Background: an optimization exercise with open tools, aiming at small area, a short achievable clock period and few clock cycles per item. Do not read the settings as production practice. Where RTL was checked, it was by simulation tests only, not by an equivalence proof against the original. No activity file was given, so power comes from the tool's default toggle rates.

Setup of alpha:
==> flow/design.v (excerpt) <==
module alu(
	output reg[15:0] data_out,
	output reg       valid_out,
	output reg       cmd_out,
	input [15:0]     data_in,
	input            valid_in,
	input            cmd_in,
	output reg       amm_read,
	output reg[7:0]  amm_address,
	input [7:0]      amm_readdata,
	input            amm_waitrequest,
	input [1:0]      amm_response,
	input clk,
	input rst_n
	);
Size in the first run: roughly 620 flip-flops, about 58 I/O pins, roughly 0.026 mm2 of cells after synthesis.
clock: 5.0 ns
lec_check: 0
abc_clock_period_in_ps: 1800
cap_margin: 20
core_margin: 2
core_utilization: 60
cts_cluster_diameter: 60
cts_cluster_size: 24
setup_slack_margin: 2.9
slew_margin: 20
standard.sh (not shown) runs the stock make flow with config.mk's settings and CLKGATE_MAP_FILE= SYNTH_SCRIPT=/design/flow/synth_recipe.tcl, a recipe that flattens the netlist after the stock synthesis.
==> flow/flow/run.sh <==
#!/bin/bash
# The standard layout (standard.sh), with synthesis changed in two ways:
# adders are left to ABC as plain logic (no full/half-adder cells, ADDER_MAP_FILE
# empty), and ABC maps with its own script (flow/synth.tcl). Registers and their
# names are those of the standard synthesis. Ports are buffered, as in the
# standard flow, but with buf_4 cells rather than the delay buffer that
# buffer_ports picks by default.
set -euo pipefail
here=$(pwd)

ports="BUFFER_PORTS_ARGS=-buffer_cell sky130_fd_sc_hd__buf_4"
bash standard.sh synth SYNTH_SCRIPT="$here/flow/synth.tcl" ADDER_MAP_FILE= "$ports" > "$here/synth.log" 2>&1
bash standard.sh finish SYNTH_SCRIPT="$here/flow/synth.tcl" ADDER_MAP_FILE= "$ports" > "$here/layout.log" 2>&1
test -f "$here/out/final.def"
==> flow/flow/synth.tcl <==
# The standard flow's synthesis script (synth_recipe.tcl), with one change: ABC maps with a
# script that maps with SAT-based area-oriented matching (&nf -a) and pin permutation,
# leaving buffering and sizing to the placement-aware repair steps.
proc synth {args} { yosys synth -nofsm -noshare {*}$args }
proc abc {args} {
  set i [lsearch -exact $args -script]
  if {$i >= 0} {
    set s "+&get -n;&st;&dch;&nf -a -p;&put;topo;stime -c"
    set args [lreplace $args $i [expr {$i + 1}] -script $s]
  }
  yosys abc {*}$args
}
source $::env(SCRIPTS_DIR)/synth.tcl
# left out here: clear keep_hierarchy, flatten, clean up, hide names made inside functions, write 1_2_yosys.v
alpha went all the way through the flow, and no timing, DRC or antenna check failed.
Testbench counts of alpha, summed over its fixed seeds: cycles 34,374, items 2,000.
Inputs modified between alpha and beta:
- changing SETUP_SLACK_MARGIN from 2.9 to 2.8
==> flow/flow/synth.tcl <==
# The standard flow's synthesis script (synth_recipe.tcl), with one change: ABC maps with a
# script that maps with SAT-based area-oriented matching (&nf -a) and pin permutation.
proc synth {args} { yosys synth -nofsm -noshare {*}$args }
proc abc {args} {
  set i [lsearch -exact $args -script]
  if {$i >= 0} {
    set s "+&get -n;&st;&dch;&nf -a -p;&put;buffer -c;topo;stime -c;upsize -c;dnsize -c"
    set args [lreplace $args $i [expr {$i + 1}] -script $s]
  }
  yosys abc {*}$args
}
source $::env(SCRIPTS_DIR)/synth.tcl
# left out here: clear keep_hierarchy, flatten, clean up, hide names made inside functions, write 1_2_yosys.v
Findings:
Between alpha and beta, standard cell area after detailed placement is higher for beta, alpha comes in under that. Diff alpha -> beta | proportion of total power due to net switching | decrease of 0.31 points. alpha has higher routing usage on met1 than beta. alpha consumes less power than beta.
diff inputs: beta => gamma
- a change of SETUP_SLACK_MARGIN from 2.8 to 2.9
-- flow/flow/synth.tcl --
<<< beta, line 6
  if {$i >= 0} {
    set s "+&get -n;&st;&dch;&nf -a -p;&put;buffer -c;topo;stime -c;upsize -c;dnsize -c"
    set args [lreplace $args $i [expr {$i + 1}] -script $s]
>>> gamma, line 6
  if {$i >= 0} {
    set s "+&get -n;&st;&syn2;&if -g -K 6;&synch2;&dch;&nf -R 0 -F 1;&put;buffer -c;topo;stime -c;upsize -c;dnsize -c"
    set args [lreplace $args $i [expr {$i + 1}] -script $s]
gamma was carried through to the last stage, and its layout satisfied the timing, DRC and antenna checks. Every stage of the flow completed for beta, and the final layout passed the timing, DRC and antenna checks. Lower final estimated routing congestion in global placement was reported by beta, not gamma. The final cell count without fillers in gamma was lower than what beta gave. Termination of the worst setup path = acc[0]: beta; termination of the worst setup path = acc[7]: gamma. Clock distribution area overhead in the final layout: gamma lower than beta. Simple-gate share of the synthesized area sits lower in gamma than in beta. Combinational power for gamma: 78% down relative to beta.
#### Input delta (delta over gamma)
- changing CORE_UTILIZATION from 60 to 66
-- flow/flow/synth.tcl --
<<< gamma, line 6
  if {$i >= 0} {
    set s "+&get -n;&st;&syn2;&if -g -K 6;&synch2;&dch;&nf -R 0 -F 1;&put;buffer -c;topo;stime -c;upsize -c;dnsize -c"
    set args [lreplace $args $i [expr {$i + 1}] -script $s]
>>> delta, line 6
  if {$i >= 0} {
    set s "+&get -n;&st;&dch;&nf -a -p;&put;buffer -c;topo;stime -c;upsize -c;dnsize -c"
    set args [lreplace $args $i [expr {$i + 1}] -script $s]
## What came out
- delta | stages: all done | timing, DRC, antenna: all pass
- Of delta and gamma, the run reporting the higher non-clock buffer instance count of the final layout was delta.
- Clock power delta (delta − gamma): favourable
- Sequential cell area across delta and gamma: no real change.

* * *

== v42 ==
Another version of the RTL of alu (not shown whole).
For scale: roughly 2,400 cells after synthesis, about 610 flip-flops, about 27,000 um2 of cells after synthesis.
export LEC_CHECK = 0
export ABC_CLOCK_PERIOD_IN_PS = 1800
export CAP_MARGIN = 20
export CORE_MARGIN = 2
export CORE_UTILIZATION = 75
export CTS_CLUSTER_DIAMETER = 60
export CTS_CLUSTER_SIZE = 24
export SETUP_SLACK_MARGIN = 3.0
export SLEW_MARGIN = 20
create_clock -name core_clock -period 5.0 [get_ports {clk}]
==> flow/flow/synth.tcl <==
# The standard flow's synthesis script (synth_recipe.tcl), with one change: ABC maps with a
# script that maps with SAT-based area-oriented matching (&nf -a) and pin permutation.
proc synth {args} { yosys synth -nofsm -noshare {*}$args }
proc abc {args} {
  set i [lsearch -exact $args -script]
  if {$i >= 0} {
    set s "+&get -n;&st;&dch;&nf -a -p;&put;buffer -c;topo;stime -c;upsize -c;dnsize -c"
    set args [lreplace $args $i [expr {$i + 1}] -script $s]
  }
  yosys abc {*}$args
}
source $::env(SCRIPTS_DIR)/synth.tcl
# left out here: clear keep_hierarchy, flatten, clean up, hide names made inside functions, write 1_2_yosys.v
Scripts as last shown in full above: flow/flow/run.sh
v42 completed; timing, DRC and antenna clean
## Diff of input files: v7 against v42
# v42
export LEC_CHECK = 0
export ABC_CLOCK_PERIOD_IN_PS = 1800
export CAP_MARGIN = 20
export CORE_MARGIN = 2
export CORE_UTILIZATION = 75
export CTS_CLUSTER_DIAMETER = 60
export CTS_CLUSTER_SIZE = 24
export SETUP_SLACK_MARGIN = 3.0
export SLEW_MARGIN = 20
create_clock -name core_clock -period 5.0 [get_ports {clk}]
# v7
export LEC_CHECK = 0
export ABC_CLOCK_PERIOD_IN_PS = 1800
export CAP_MARGIN = 20
export CORE_MARGIN = 2
export CORE_UTILIZATION = 40
export CTS_CLUSTER_DIAMETER = 60
export CTS_CLUSTER_SIZE = 24
export SETUP_SLACK_MARGIN = 2.85
export SLEW_MARGIN = 20
create_clock -name core_clock -period 5.0 [get_ports {clk}]
- In v7, the setup slack came out 0.036 ns above the value in v42.
- In the tables for v7 and v42, total core area reads higher with v7.
- Clock latency of the later-clocked register in the worst-skew pair, v7 and v42: lower on v42
- v7 went all the way through the flow, and no timing, DRC or antenna check failed.
- v7 and v42 ended up with roughly the same power in sequential cells.
- v7 -> v42: mean cell area of the mapped netlist delta 0, exact match
[inputs] v43 vs v7
# v7
export LEC_CHECK = 0
export ABC_CLOCK_PERIOD_IN_PS = 1800
export CAP_MARGIN = 20
export CORE_MARGIN = 2
export CORE_UTILIZATION = 40
export CTS_CLUSTER_DIAMETER = 60
export CTS_CLUSTER_SIZE = 24
export SETUP_SLACK_MARGIN = 2.85
export SLEW_MARGIN = 20
create_clock -name core_clock -period 5.0 [get_ports {clk}]
# v43
export LEC_CHECK = 0
export ABC_CLOCK_PERIOD_IN_PS = 1800
export CAP_MARGIN = 20
export CORE_MARGIN = 2
export CORE_UTILIZATION = 60
export CTS_CLUSTER_DIAMETER = 60
export CTS_CLUSTER_SIZE = 24
export SETUP_SLACK_MARGIN = 3.0
export SLEW_MARGIN = 20
create_clock -name core_clock -period 5.0 [get_ports {clk}]
Notes after the runs:
- Routed wire in v43 totals less than in v7.
- Between v7 and v43, number of cells upsized or downsized after cts increased.
- Lower total track usage was reported by v7, not v43.
- Placed instance count, v7 and v43: higher on v7
- Comparing v7 and v43, the higher combinational power is on v43.
- Any difference in design area between v7 and v43 is small enough to ignore.
No functional check of the RTL was part of any run of this note.

* * *

Another version of the RTL of alu (not shown whole).
Size in the first run: about 2500 cells after synthesis, about 610 flip-flops, ~0.028 mm^2 of cells after synthesis.
==> flow/config.mk <==
export PLATFORM = sky130hd
export DESIGN_NAME = alu
export DESIGN_NICKNAME = alu
export VERILOG_FILES = /design/flow/design.v
export SDC_FILE = /design/flow/constraint.sdc
export NUM_CORES = 4
export LEC_CHECK = 0
export ABC_CLOCK_PERIOD_IN_PS = 1800
export CAP_MARGIN = 20
export CORE_MARGIN = 2
export CORE_UTILIZATION = 40
export SETUP_SLACK_MARGIN = 3.0
export SLEW_MARGIN = 20
==> flow/constraint.sdc <==
create_clock -name core_clock -period 5.0 [get_ports {clk}]
set_input_delay 1.0000 -clock core_clock [delete_from_list [all_inputs] [get_ports {clk}]]
set_output_delay 1.0000 -clock core_clock [all_outputs]
set_load 0.01 [all_outputs]
==> flow/flow/run.sh <==
#!/bin/bash
# The standard layout (standard.sh), with synthesis changed in two ways:
# adders are left to ABC as plain logic (no full/half-adder cells, ADDER_MAP_FILE
# empty), and ABC maps with a delay target (flow/synth.tcl). Registers and their
# names are those of the standard synthesis.
set -euo pipefail
here=$(pwd)
export MY_ABC_D=1200
bash standard.sh synth SYNTH_SCRIPT="$here/flow/synth.tcl" ADDER_MAP_FILE= > "$here/synth.log" 2>&1
bash standard.sh finish SYNTH_SCRIPT="$here/flow/synth.tcl" ADDER_MAP_FILE= > "$here/layout.log" 2>&1
test -f "$here/out/final.def"
==> flow/flow/synth.tcl <==
# The standard flow's synthesis script (synth_recipe.tcl), with one change: ABC maps with a
# delay target (the flow's speed script, -D on the mapper and the sizers).
proc synth {args} { yosys synth -nofsm -noshare {*}$args }
if {![info exists ::env(MY_ABC_D)]} { set ::env(MY_ABC_D) 1200 }
proc abc {args} {
  set i [lsearch -exact $args -script]
  if {$i >= 0} {
    set d $::env(MY_ABC_D)
    set s "+&get -n;&st;&dch;&nf -D $d;&st;&syn2;&if -g -K 6;&synch2;&nf -D $d;&st;&syn2;&if -g -K 6;&synch2;&nf -D $d;&put;buffer -c;topo;stime -c;upsize -c -D $d;dnsize -c -D $d"
    set args [lreplace $args $i [expr {$i + 1}] -script $s]
  }
  yosys abc {*}$args
}
source $::env(SCRIPTS_DIR)/synth.tcl
# left out here: clear keep_hierarchy, flatten, clean up, hide names made inside functions, write 1_2_yosys.v
The baseline ran to the end with no violations.
Change:
CTS_CLUSTER_DIAMETER = 60   (was not set)
CTS_CLUSTER_SIZE = 24   (was not set)
After rerunning: Setup slack improved by 0.054 ns. Via count falls by 1.4%. Power fell by 7.3%. Synthesized cell count is unchanged. Design area fell by 2.0%. Sequential share of layout area rose by 0.77 points.
No functional check of the RTL was part of any run of this note.

## afterwards: timing with drivers on the ports
How much do the figures lean on ideal ports? The routed layouts below were timed once more, with nothing changed but the port constraints.
Step 1, drivers: a clkbuf_16 drives clk and a buf_2 each remaining input, both assumed.
Step 2 also shifts input and output timing later by t, the mid clock arrival at the registers, as if the neighbouring blocks saw the same clock.
Three values: ideal ports, drivers, drivers and shift; two values: the first two.
run	shift t [ns]	setup WS [ns]	latest minus earliest clock arrival (ns)	slew at the worst register clock pin (ns)	worst data-port slew with drivers (ns)
alpha	0.628	2.886 / 2.876 / 2.290	0.031 / 0.032	0.10 / 0.10	0.04
beta	0.637	2.844 / 2.810 / 2.234	0.028 / 0.028	0.09 / 0.09	0.05
gamma	0.630	2.724 / 2.724 / 2.398	0.030 / 0.030	0.09 / 0.09	0.04
delta	0.622	2.844 / 2.850 / 2.228	0.021 / 0.022	0.09 / 0.09	0.06
v42	0.617	2.752 / 2.752 / 2.434	0.028 / 0.028	0.09 / 0.09	0.05
v7	0.649	2.788 / 2.788 / 2.502	0.044 / 0.045	0.09 / 0.09	0.07
v43	0.633	2.915 / 2.905 / 2.396	0.022 / 0.022	0.09 / 0.09	0.07
the first run of note 3	0.644	2.311 / 2.329 / 1.685	0.028 / 0.028	0.06 / 0.06	0.07
the second run of note 3	0.670	2.365 / 2.387 / 1.716	0.043 / 0.043	0.09 / 0.09	0.07
After both steps every run listed still meets setup and hold. The setup slack of the second run of note 3, which loses most, moves by +0.022 ns with the drivers and by -0.649 ns with both steps.
